Source: an optimization exercise on an open RTL-to-GDS flow (aim: small area, a short achievable clock period and few clock cycles per item). Production flows keep margins and buffers that such runs may drop. Function not checked in this run: the RTL went through the layout flow alone. Power is estimated from default activity; no workload was simulated.

File: flow/design.v
module simple_datapath #(
    parameter BIT_WIDTH = 16
)(
    input wire [BIT_WIDTH-1:0] a,
    input wire [BIT_WIDTH-1:0] b,
    output wire [BIT_WIDTH-1:0] p
);
    wire w1 = a[0] & b[0];
    wire w2 = a[1] & b[0];
    wire w3 = a[2] & b[0];
    wire w4 = a[3] & b[0];
    wire w5 = a[4] & b[0];
    wire w6 = a[5] & b[0];
    wire w7 = a[6] & b[0];
    wire w8 = a[7] & b[0];
    wire w9 = a[8] & b[0];
    wire w10 = a[9] & b[0];
    wire w11 = a[10] & b[0];
    wire w12 = a[11] & b[0];
    wire w13 = a[12] & b[0];
    wire w14 = a[13] & b[0];
    wire w15 = a[14] & b[0];
    wire w16 = a[15] & b[0];
    wire w17 = a[0] & b[1];
    wire w18 = a[1] & b[1];
    wire w19 = a[2] & b[1];
    wire w20 = a[3] & b[1];
    wire w21 = a[4] & b[1];
    wire w22 = a[5] & b[1];
    wire w23 = a[6] & b[1];
    wire w24 = a[7] & b[1];
    wire w25 = a[8] & b[1];
    wire w26 = a[9] & b[1];
    wire w27 = a[10] & b[1];
    wire w28 = a[11] & b[1];
    wire w29 = a[12] & b[1];
    wire w30 = a[13] & b[1];
    wire w31 = a[14] & b[1];
    wire w32 = a[0] & b[2];
    wire w33 = a[1] & b[2];
    wire w34 = a[2] & b[2];
    wire w35 = a[3] & b[2];
    wire w36 = a[4] & b[2];
    wire w37 = a[5] & b[2];
    wire w38 = a[6] & b[2];
    wire w39 = a[7] & b[2];
    wire w40 = a[8] & b[2];
    wire w41 = a[9] & b[2];
    wire w42 = a[10] & b[2];
    wire w43 = a[11] & b[2];
    wire w44 = a[12] & b[2];
    wire w45 = a[13] & b[2];
    wire w46 = a[0] & b[3];
    wire w47 = a[1] & b[3];
    wire w48 = a[2] & b[3];
    wire w49 = a[3] & b[3];
    wire w50 = a[4] & b[3];
    wire w51 = a[5] & b[3];
    wire w52 = a[6] & b[3];
    wire w53 = a[7] & b[3];
    wire w54 = a[8] & b[3];
    wire w55 = a[9] & b[3];
    wire w56 = a[10] & b[3];
    wire w57 = a[11] & b[3];
    wire w58 = a[12] & b[3];
    wire w59 = a[0] & b[4];
    wire w60 = a[1] & b[4];
    wire w61 = a[2] & b[4];
    wire w62 = a[3] & b[4];
    wire w63 = a[4] & b[4];
    wire w64 = a[5] & b[4];
    wire w65 = a[6] & b[4];
    wire w66 = a[7] & b[4];
    wire w67 = a[8] & b[4];
    wire w68 = a[9] & b[4];
    wire w69 = a[10] & b[4];
    wire w70 = a[11] & b[4];
    wire w71 = a[0] & b[5];
    wire w72 = a[1] & b[5];
    wire w73 = a[2] & b[5];
    wire w74 = a[3] & b[5];
    wire w75 = a[4] & b[5];
    wire w76 = a[5] & b[5];
    wire w77 = a[6] & b[5];
    wire w78 = a[7] & b[5];
    wire w79 = a[8] & b[5];
    wire w80 = a[9] & b[5];
    wire w81 = a[10] & b[5];
    wire w82 = a[0] & b[6];
    wire w83 = a[1] & b[6];
    wire w84 = a[2] & b[6];
    wire w85 = a[3] & b[6];
    wire w86 = a[4] & b[6];
    wire w87 = a[5] & b[6];
    wire w88 = a[6] & b[6];
    wire w89 = a[7] & b[6];
    wire w90 = a[8] & b[6];
    wire w91 = a[9] & b[6];
    wire w92 = a[0] & b[7];
    wire w93 = a[1] & b[7];
    wire w94 = a[2] & b[7];
    wire w95 = a[3] & b[7];
    wire w96 = a[4] & b[7];
    wire w97 = a[5] & b[7];
    wire w98 = a[6] & b[7];
    wire w99 = a[7] & b[7];
    wire w100 = a[8] & b[7];
    wire w101 = a[0] & b[8];
    wire w102 = a[1] & b[8];
    wire w103 = a[2] & b[8];
    wire w104 = a[3] & b[8];
    wire w105 = a[4] & b[8];
    wire w106 = a[5] & b[8];
    wire w107 = a[6] & b[8];
    wire w108 = a[7] & b[8];
    wire w109 = a[0] & b[9];
    wire w110 = a[1] & b[9];
    wire w111 = a[2] & b[9];
    wire w112 = a[3] & b[9];
    wire w113 = a[4] & b[9];
    wire w114 = a[5] & b[9];
    wire w115 = a[6] & b[9];
    wire w116 = a[0] & b[10];
    wire w117 = a[1] & b[10];
    wire w118 = a[2] & b[10];
    wire w119 = a[3] & b[10];
    wire w120 = a[4] & b[10];
    wire w121 = a[5] & b[10];
    wire w122 = a[0] & b[11];
    wire w123 = a[1] & b[11];
    wire w124 = a[2] & b[11];
    wire w125 = a[3] & b[11];
    wire w126 = a[4] & b[11];
    wire w127 = a[0] & b[12];
    wire w128 = a[1] & b[12];
    wire w129 = a[2] & b[12];
    wire w130 = a[3] & b[12];
    wire w131 = a[0] & b[13];
    wire w132 = a[1] & b[13];
    wire w133 = a[2] & b[13];
    wire w134 = a[0] & b[14];
    wire w135 = a[1] & b[14];
    wire w136 = a[0] & b[15];
    wire w137 = w18 ^ w3;
    wire w138 = w18 & w3;
    wire w139 = w19 ^ w33 ^ w4;
    wire w140 = (w19 & w33) | (w19 & w4) | (w33 & w4);
    wire w141 = w46 ^ w138;
    wire w142 = w46 & w138;
    wire w143 = w20 ^ w34 ^ w47;
    wire w144 = (w20 & w34) | (w20 & w47) | (w34 & w47);
    wire w145 = w5 ^ w59 ^ w140;
    wire w146 = (w5 & w59) | (w5 & w140) | (w59 & w140);
    wire w147 = w142 ^ w143;
    wire w148 = w142 & w143;
    wire w149 = w21 ^ w35 ^ w48;
    wire w150 = (w21 & w35) | (w21 & w48) | (w35 & w48);
    wire w151 = w6 ^ w60 ^ w71;
    wire w152 = (w6 & w60) | (w6 & w71) | (w60 & w71);
    wire w153 = w144 ^ w149 ^ w151;
    wire w154 = (w144 & w149) | (w144 & w151) | (w149 & w151);
    wire w155 = w148 ^ w146;
    wire w156 = w148 & w146;
    wire w157 = w22 ^ w36 ^ w49;
    wire w158 = (w22 & w36) | (w22 & w49) | (w36 & w49);
    wire w159 = w61 ^ w7 ^ w72;
    wire w160 = (w61 & w7) | (w61 & w72) | (w7 & w72);
    wire w161 = w82 ^ w150 ^ w152;
    wire w162 = (w82 & w150) | (w82 & w152) | (w150 & w152);
    wire w163 = w157 ^ w159 ^ w154;
    wire w164 = (w157 & w159) | (w157 & w154) | (w159 & w154);
    wire w165 = w161 ^ w156;
    wire w166 = w161 & w156;
    wire w167 = w23 ^ w37 ^ w50;
    wire w168 = (w23 & w37) | (w23 & w50) | (w37 & w50);
    wire w169 = w62 ^ w73 ^ w8;
    wire w170 = (w62 & w73) | (w62 & w8) | (w73 & w8);
    wire w171 = w83 ^ w92 ^ w158;
    wire w172 = (w83 & w92) | (w83 & w158) | (w92 & w158);
    wire w173 = w160 ^ w167 ^ w169;
    wire w174 = (w160 & w167) | (w160 & w169) | (w167 & w169);
    wire w175 = w162 ^ w171 ^ w173;
    wire w176 = (w162 & w171) | (w162 & w173) | (w171 & w173);
    wire w177 = w166 ^ w164;
    wire w178 = w166 & w164;
    wire w179 = w101 ^ w24 ^ w38;
    wire w180 = (w101 & w24) | (w101 & w38) | (w24 & w38);
    wire w181 = w51 ^ w63 ^ w74;
    wire w182 = (w51 & w63) | (w51 & w74) | (w63 & w74);
    wire w183 = w84 ^ w9 ^ w93;
    wire w184 = (w84 & w9) | (w84 & w93) | (w9 & w93);
    wire w185 = w168 ^ w170 ^ w179;
    wire w186 = (w168 & w170) | (w168 & w179) | (w170 & w179);
    wire w187 = w181 ^ w183 ^ w172;
    wire w188 = (w181 & w183) | (w181 & w172) | (w183 & w172);
    wire w189 = w174 ^ w185 ^ w187;
    wire w190 = (w174 & w185) | (w174 & w187) | (w185 & w187);
    wire w191 = w176 ^ w178;
    wire w192 = w176 & w178;
    wire w193 = w10 ^ w102 ^ w109;
    wire w194 = (w10 & w102) | (w10 & w109) | (w102 & w109);
    wire w195 = w25 ^ w39 ^ w52;
    wire w196 = (w25 & w39) | (w25 & w52) | (w39 & w52);
    wire w197 = w64 ^ w75 ^ w85;
    wire w198 = (w64 & w75) | (w64 & w85) | (w75 & w85);
    wire w199 = w94 ^ w180 ^ w182;
    wire w200 = (w94 & w180) | (w94 & w182) | (w180 & w182);
    wire w201 = w184 ^ w193 ^ w195;
    wire w202 = (w184 & w193) | (w184 & w195) | (w193 & w195);
    wire w203 = w197 ^ w186 ^ w199;
    wire w204 = (w197 & w186) | (w197 & w199) | (w186 & w199);
    wire w205 = w201 ^ w188 ^ w203;
    wire w206 = (w201 & w188) | (w201 & w203) | (w188 & w203);
    wire w207 = w192 ^ w190;
    wire w208 = w192 & w190;
    wire w209 = w103 ^ w11 ^ w110;
    wire w210 = (w103 & w11) | (w103 & w110) | (w11 & w110);
    wire w211 = w116 ^ w26 ^ w40;
    wire w212 = (w116 & w26) | (w116 & w40) | (w26 & w40);
    wire w213 = w53 ^ w65 ^ w76;
    wire w214 = (w53 & w65) | (w53 & w76) | (w65 & w76);
    wire w215 = w86 ^ w95 ^ w194;
    wire w216 = (w86 & w95) | (w86 & w194) | (w95 & w194);
    wire w217 = w196 ^ w198 ^ w209;
    wire w218 = (w196 & w198) | (w196 & w209) | (w198 & w209);
    wire w219 = w211 ^ w213 ^ w200;
    wire w220 = (w211 & w213) | (w211 & w200) | (w213 & w200);
    wire w221 = w202 ^ w215 ^ w217;
    wire w222 = (w202 & w215) | (w202 & w217) | (w215 & w217);
    wire w223 = w204 ^ w219 ^ w221;
    wire w224 = (w204 & w219) | (w204 & w221) | (w219 & w221);
    wire w225 = w206 ^ w208;
    wire w226 = w206 & w208;
    wire w227 = w104 ^ w111 ^ w117;
    wire w228 = (w104 & w111) | (w104 & w117) | (w111 & w117);
    wire w229 = w12 ^ w122 ^ w27;
    wire w230 = (w12 & w122) | (w12 & w27) | (w122 & w27);
    wire w231 = w41 ^ w54 ^ w66;
    wire w232 = (w41 & w54) | (w41 & w66) | (w54 & w66);
    wire w233 = w77 ^ w87 ^ w96;
    wire w234 = (w77 & w87) | (w77 & w96) | (w87 & w96);
    wire w235 = w210 ^ w212 ^ w214;
    wire w236 = (w210 & w212) | (w210 & w214) | (w212 & w214);
    wire w237 = w227 ^ w229 ^ w231;
    wire w238 = (w227 & w229) | (w227 & w231) | (w229 & w231);
    wire w239 = w233 ^ w216 ^ w218;
    wire w240 = (w233 & w216) | (w233 & w218) | (w216 & w218);
    wire w241 = w235 ^ w237 ^ w220;
    wire w242 = (w235 & w237) | (w235 & w220) | (w237 & w220);
    wire w243 = w222 ^ w239 ^ w241;
    wire w244 = (w222 & w239) | (w222 & w241) | (w239 & w241);
    wire w245 = w224 ^ w226;
    wire w246 = w224 & w226;
    wire w247 = w105 ^ w112 ^ w118;
    wire w248 = (w105 & w112) | (w105 & w118) | (w112 & w118);
    wire w249 = w123 ^ w127 ^ w13;
    wire w250 = (w123 & w127) | (w123 & w13) | (w127 & w13);
    wire w251 = w28 ^ w42 ^ w55;
    wire w252 = (w28 & w42) | (w28 & w55) | (w42 & w55);
    wire w253 = w67 ^ w78 ^ w88;
    wire w254 = (w67 & w78) | (w67 & w88) | (w78 & w88);
    wire w255 = w97 ^ w228 ^ w230;
    wire w256 = (w97 & w228) | (w97 & w230) | (w228 & w230);
    wire w257 = w232 ^ w234 ^ w247;
    wire w258 = (w232 & w234) | (w232 & w247) | (w234 & w247);
    wire w259 = w249 ^ w251 ^ w253;
    wire w260 = (w249 & w251) | (w249 & w253) | (w251 & w253);
    wire w261 = w236 ^ w238 ^ w255;
    wire w262 = (w236 & w238) | (w236 & w255) | (w238 & w255);
    wire w263 = w257 ^ w259 ^ w240;
    wire w264 = (w257 & w259) | (w257 & w240) | (w259 & w240);
    wire w265 = w261 ^ w242 ^ w263;
    wire w266 = (w261 & w242) | (w261 & w263) | (w242 & w263);
    wire w267 = w244 ^ w265;
    wire w268 = w244 & w265;
    wire w269 = w106 ^ w113 ^ w119;
    wire w270 = (w106 & w113) | (w106 & w119) | (w113 & w119);
    wire w271 = w124 ^ w128 ^ w131;
    wire w272 = (w124 & w128) | (w124 & w131) | (w128 & w131);
    wire w273 = w14 ^ w29 ^ w43;
    wire w274 = (w14 & w29) | (w14 & w43) | (w29 & w43);
    wire w275 = w56 ^ w68 ^ w79;
    wire w276 = (w56 & w68) | (w56 & w79) | (w68 & w79);
    wire w277 = w89 ^ w98 ^ w248;
    wire w278 = (w89 & w98) | (w89 & w248) | (w98 & w248);
    wire w279 = w250 ^ w252 ^ w254;
    wire w280 = (w250 & w252) | (w250 & w254) | (w252 & w254);
    wire w281 = w269 ^ w271 ^ w273;
    wire w282 = (w269 & w271) | (w269 & w273) | (w271 & w273);
    wire w283 = w275 ^ w256 ^ w258;
    wire w284 = (w275 & w256) | (w275 & w258) | (w256 & w258);
    wire w285 = w260 ^ w277 ^ w279;
    wire w286 = (w260 & w277) | (w260 & w279) | (w277 & w279);
    wire w287 = w281 ^ w262 ^ w283;
    wire w288 = (w281 & w262) | (w281 & w283) | (w262 & w283);
    wire w289 = w285 ^ w264 ^ w287;
    wire w290 = (w285 & w264) | (w285 & w287) | (w264 & w287);
    wire w291 = w266 ^ w289;
    wire w292 = w266 & w289;
    wire w293 = w107 ^ w114 ^ w120;
    wire w294 = (w107 & w114) | (w107 & w120) | (w114 & w120);
    wire w295 = w125 ^ w129 ^ w132;
    wire w296 = (w125 & w129) | (w125 & w132) | (w129 & w132);
    wire w297 = w134 ^ w15 ^ w30;
    wire w298 = (w134 & w15) | (w134 & w30) | (w15 & w30);
    wire w299 = w44 ^ w57 ^ w69;
    wire w300 = (w44 & w57) | (w44 & w69) | (w57 & w69);
    wire w301 = w80 ^ w90 ^ w99;
    wire w302 = (w80 & w90) | (w80 & w99) | (w90 & w99);
    wire w303 = w270 ^ w272 ^ w274;
    wire w304 = (w270 & w272) | (w270 & w274) | (w272 & w274);
    wire w305 = w276 ^ w293 ^ w295;
    wire w306 = (w276 & w293) | (w276 & w295) | (w293 & w295);
    wire w307 = w297 ^ w299 ^ w301;
    wire w308 = (w297 & w299) | (w297 & w301) | (w299 & w301);
    wire w309 = w278 ^ w280 ^ w282;
    wire w310 = (w278 & w280) | (w278 & w282) | (w280 & w282);
    wire w311 = w303 ^ w305 ^ w307;
    wire w312 = (w303 & w305) | (w303 & w307) | (w305 & w307);
    wire w313 = w284 ^ w286 ^ w309;
    wire w314 = (w284 & w286) | (w284 & w309) | (w286 & w309);
    wire w315 = w311 ^ w288 ^ w313;
    wire w316 = (w311 & w288) | (w311 & w313) | (w288 & w313);
    wire w317 = w290 ^ w315;
    wire w318 = w290 & w315;
    wire w319 = w100 ^ w108;
    wire w320 = w115 ^ w121;
    wire w321 = w126 ^ w130;
    wire w322 = w133 ^ w135;
    wire w323 = w136 ^ w16;
    wire w324 = w31 ^ w45;
    wire w325 = w58 ^ w70;
    wire w326 = w81 ^ w91;
    wire w327 = w319 ^ w320;
    wire w328 = w321 ^ w322;
    wire w329 = w323 ^ w324;
    wire w330 = w325 ^ w326;
    wire w331 = w294 ^ w296;
    wire w332 = w298 ^ w300;
    wire w333 = w302 ^ w327;
    wire w334 = w328 ^ w329;
    wire w335 = w330 ^ w331;
    wire w336 = w332 ^ w333;
    wire w337 = w334 ^ w304;
    wire w338 = w335 ^ w336;
    wire w339 = w306 ^ w308;
    wire w340 = w337 ^ w338;
    wire w341 = w339 ^ w340;
    wire w342 = w310 ^ w312;
    wire w343 = w341 ^ w342;
    wire w344 = w314 ^ w343;
    wire w345 = w344 ^ w316;
    wire w346 = w345 ^ w318;
    wire [BIT_WIDTH-1:0] ra = {w346, w292, w268, w246, w243, w223, w205, w189, w175, w163, w153, w145, w139, w32, w17, w1};
    wire [BIT_WIDTH-1:0] rb = {1'b0, w317, w291, w267, w245, w225, w207, w191, w177, w165, w155, w147, w141, w137, w2, 1'b0};
    assign p = ra + rb;
endmodule
module simple_control (
    input wire clk,
    input wire rst_n,
    input wire start,
    output reg done
);
    always @(posedge clk or negedge rst_n) begin
        if (!rst_n)
            done <= 1'b0;
        else if (start)
            done <= 1'b1;
    end
endmodule
module simple_cpu_top #(
    parameter BIT_WIDTH = 16,
    parameter PROGRAM_FILE = "program.mem"
)(
    input wire clk,
    input wire rst_n,
    input wire start,
    input wire [BIT_WIDTH-1:0] operand_a,
    input wire [BIT_WIDTH-1:0] operand_b,
    output wire [BIT_WIDTH-1:0] result,
    output wire done
);
    wire [BIT_WIDTH-1:0] product;
    simple_datapath #(.BIT_WIDTH(BIT_WIDTH)) datapath (
        .a(operand_a), .b(operand_b), .p(product)
    );
    simple_control control (
        .clk(clk), .rst_n(rst_n), .start(start), .done(done)
    );
    reg [BIT_WIDTH-1:0] result_r;
    always @(posedge clk)
        if (start) result_r <= product;
    assign result = result_r;
endmodule
File: flow/config.mk
export PLATFORM = sky130hd
export DESIGN_NAME = simple_cpu_top
export DESIGN_NICKNAME = simple_cpu_top
export VERILOG_FILES = /design/flow/design.v
export SDC_FILE = /design/flow/constraint.sdc
export NUM_CORES = 4
export LEC_CHECK = 0
export CAP_MARGIN = 20
export CORE_MARGIN = 2
export CORE_UTILIZATION = 40
export SLEW_MARGIN = 20
File: flow/run.sh
#!/bin/bash
# synth_recipe.tcl (not shown) runs the flow's synth.tcl, then flattens the netlist and writes it again
# the make line also repeats each setting of config.mk as NAME=value (left out here)
make -C /OpenROAD-flow-scripts/flow DESIGN_CONFIG=/design/flow/config.mk WORK_HOME=/design/flow/orfs CLKGATE_MAP_FILE= SYNTH_SCRIPT=/design/flow/synth_recipe.tcl finish
File: flow/constraint.sdc
create_clock -name core_clock -period 5.0 [get_ports {clk}]
set_input_delay 1.0000 -clock core_clock [delete_from_list [all_inputs] [get_ports {clk}]]
set_output_delay 1.0000 -clock core_clock [all_outputs]
set_load 0.01 [all_outputs]
==> qor.txt <==
Initial antenna violation count -> 0
Vias/cell -> 4.72
Finished Cell Area -> 5470 sq um
Fin nets -> 685
Clk pwr share -> 3.2%
First-pass GRT wire length -> 17900 um
Starting Density -> 40.6%
Synth cell count leaders -> fa_1 (79), and2_1 (78), inv_1 (75), nand2_1 (61), xnor2_1 (30)
Placed Cells -> 667
Pleak -> 0.00248 uW
Cells after Synth -> 437
Synth unique cells -> 31
Largest net degree at the start of global routing -> 18
Crit-path max FO -> 2
Core Region -> 10200 sq um
Gate power share -> 86.7%
EDFF count, synth -> 16
Sequential Power Share -> 10.0%
Number of global-route vias before repair -> 3683
Critical Path End Type -> register
Status -> finished with violations
Pwr per Cell Area -> 579 nW/um^2
Root Buffer -> clkbuf_8
P_sw -> 1300 uW
Hpwl dp -> 9160 um
Largest stage delay on the critical path -> 0.55 ns
Hold_ws -> 0.466 ns
Post-route DRC -> 0
Synthesized flop and latch total -> 17
Congestion Overflow GR -> 0
Post-Place Cell Area -> 5240 sq um
Endpoints failing setup -> 1
Buffers on Ports -> 51
Primary FF master, synth -> edfxtp_1
Post-synth net total -> 578
I/O pin total -> 52
Synth warnings -> 2
Fin. max-slew vios -> 0
Count leader, synth -> fa_1
Clk_skew -> 0 ns
Post-Layout Cell Count -> 679
Total power draw -> 3160 uW
Post-synthesis sequential area ratio -> 12.2%
Fmax -> 0.199 GHz
Min-delay worst type -> reg -> reg
Worst skew pair latency -> 0.25 ns
Longest Clk Path Bufs -> 2
Worst setup SP type -> input pin
Req. time, crit path -> 5.00 ns
Layout Check Failures -> setup timing
Total Wirelength -> 10600 um
RSZ-0062 raised after global routing -> true
Asr flop ratio synth -> 5.88%
Leading area contributor after synthesis -> fa_1
Max Cap Viol -> 0
P_int -> 1860 uW
Critical Path, Cell by Cell -> buf_8 -> and2_4 -> fa_1 -> inv_2 -> fa_2 -> inv_2 -> fa_1 -> inv_1 -> fa_1 -> fa_1 -> inv_2 -> ha_4 -> xnor2_2 -> xnor2_1 -> xnor2_1 -> xnor2_1 -> xnor3_1 -> xnor2_1
Post-synth top area share -> 38.3%
Final min period -> 5.02 ns
Buf/Inv on CP -> 5
TritonCTS clock tree -> done
DRT Pass-1 Iters -> 4
Synth top area cells -> fa_1 (38%), and2_1 (12%), edfxtp_1 (12%)
Row count -> 37
Worst VDD drop -> 550 uV
Sink Count -> 17
Fillers -> 957
Routed wire per std cell -> 15.6 um
Drt initial violations -> 91
H-tree levels -> 1
Die height -> 106 um
Final TNS setup -> -0.0234 ns
Worst relative slew slack -> 48.6%
Ant diodes -> 0
Share of layout cells above drive strength 1 -> 28.9%
Global placement routability congestion -> 0.946
Mapped Avg Cell Area -> 9.46 sq um
Clock-pin slew on the worst setup and hold paths -> 0.07 ns
Die area -> 11200 sq um
Cell family with most CP delay -> adder cells
Die Wd -> 106 um
GRT Total Usage -> 20.6%
Post-DRT Antenna Nets -> 0
Cell type of the slowest stage on the worst timing path -> fa_1
WS Path Type -> in -> reg
Worst-margin pin slew -> 0.769 ns
Sw Share -> 41.2%
Fin crit share -> 100%
Final hold viol count -> 0
Via count -> 3205
Synth Cell Area -> 4130 sq um
Area grow syn2layout -> 32.2%
Arrival time at the worst endpoint -> 5.02 ns
Worst setup margin -> -0.0234 ns
CTS Buf Count -> 3
-- state kept, by name, indices dropped and copies added (netlist names) --
signal        flops
control.done      1
result_r         16
-- per-stage QoR --
stage          utilization, %  setup WS, ns
2_1_floorplan               -       -0.0834
3_3_place_gp             51.5        -0.837
3_5_place_dp             51.5        -0.850
4_1_cts                  52.6       -0.0666
5_1_grt                  53.7        -0.203
6_report                 53.7       -0.0234
-- power groups by stage --
stage                     Clock [uW]  Sequential, uW  Combinational [uW]
final                            102             318                2740
after detailed placement           0             322                2420
after floorplan                    0             352                1580
after global routing             110             322                3000
after global placement             0             321                2380
after CTS                        104             319                2530
-- timing repair --
action                     4_1_cts  5_1_grt
gates resized for setup        143       31
pin swaps                       31       15
cloned                           0        0
setup buffers                    5        3
hold buffers                     0        0
setup endpoints to repair        5        3
-- path summary, 6_finish.rpt --
path / depth (start not counted) / slack, ns / from / to
worst max-delay path: 18 / -0.02 / operand_b[9] / result_r[15]$_DFFE_PP_
worst min-delay path: 1 / 0.47 / control.done$_DFFE_PN0P_ / control.done$_DFFE_PN0P_
worst max register to register: 1 / 4.23 / control.done$_DFFE_PN0P_ / control.done$_DFFE_PN0P_
worst min register to register: 1 / 0.47 / control.done$_DFFE_PN0P_ / control.done$_DFFE_PN0P_
max in group asynchronous: 1 / 4.01 / rst_n / control.done$_DFFE_PN0P_
min in group asynchronous: 1 / 0.89 / rst_n / control.done$_DFFE_PN0P_
-- layer usage --
metal  wire (um)  global-route usage (%)  share of wire (%)  vias up
met5           0                       0                  0        -
met1        4390                    24.7                 41     1586
met4         371                    6.77                3.5        0
li1            -                       -                  -     1531
met3         258                    1.24                2.4       18
met2        5600                    39.0                 53       70
-- layout make-up --
cell class / count / area (sq um) / area share, %
Inverter: 75 / 282 / 5.15
Multi-Input combinational cell: 330 / 3490 / 63.8
Sequential cell: 17 / 505 / 9.25
Clock buffer: 4 / 45.0 / 0.824
Timing Repair Buffer: 117 / 976 / 17.9
Tap cell: 136 / 170 / 3.11
-- cells by family after synthesis --
| logic type | count (synthesis) | synth area share, % |
|---|---|---|
| xor+xnor | 39 | 8.78 |
| flops | 17 | 12.2 |
| fa+ha+maj | 106 | 46.4 |
| buf+inv | 90 | 8.57 |
| compound gates | 33 | 5.09 |
| simple gates | 152 | 18.9 |
-- placed cells by master, fill, tap and decap left out, types with 2 or more instances in the layout --
cell / n
a21o_1: 2
a21oi_1: 9
a21oi_2: 2
and2_1: 62
and2_4: 16
buf_2: 13
buf_4: 56
buf_6: 14
clkbuf_2: 2
clkbuf_8: 3
clkdlybuf4s15_1: 3
clkdlybuf4s15_2: 3
clkdlybuf4s50_1: 21
dlygate4sd2_1: 3
edfxtp_1: 16
fa_1: 64
fa_2: 15
ha_1: 19
ha_4: 8
inv_1: 62
inv_2: 13
nand2_1: 60
nand2_2: 2
nor2_1: 7
o21a_1: 4
o21ai_0: 3
o21ai_1: 2
o21bai_1: 3
xnor2_1: 29
xnor2_2: 2
xor2_1: 7

==> what the ideal ports hide <==
In the flow no input, the clock included, has a driving cell. The finished layout below was timed again as built, in two steps.
Step 1 sets driving cells, clkbuf_16 on the clock port and buf_2 on the other inputs (assumed; they add their load-dependent delay and slew).
Step 2, shift: input delay + t, output delay - t, t = (earliest + latest rising clock arrival at the registers) / 2. This alone moves slack from input paths to output paths.
Slacks: no drivers / after step 1 / after step 2; pairs: no drivers / after step 1.
t, ns: 0.271
slack for setup (ns): -0.023 / -0.038 / -0.308
worst setup path after step 2: input to register
worst slew at a driven data input, ns: 0.05
For this run, drivers alone change the setup slack by -0.015 ns; drivers and shift together by -0.285 ns.
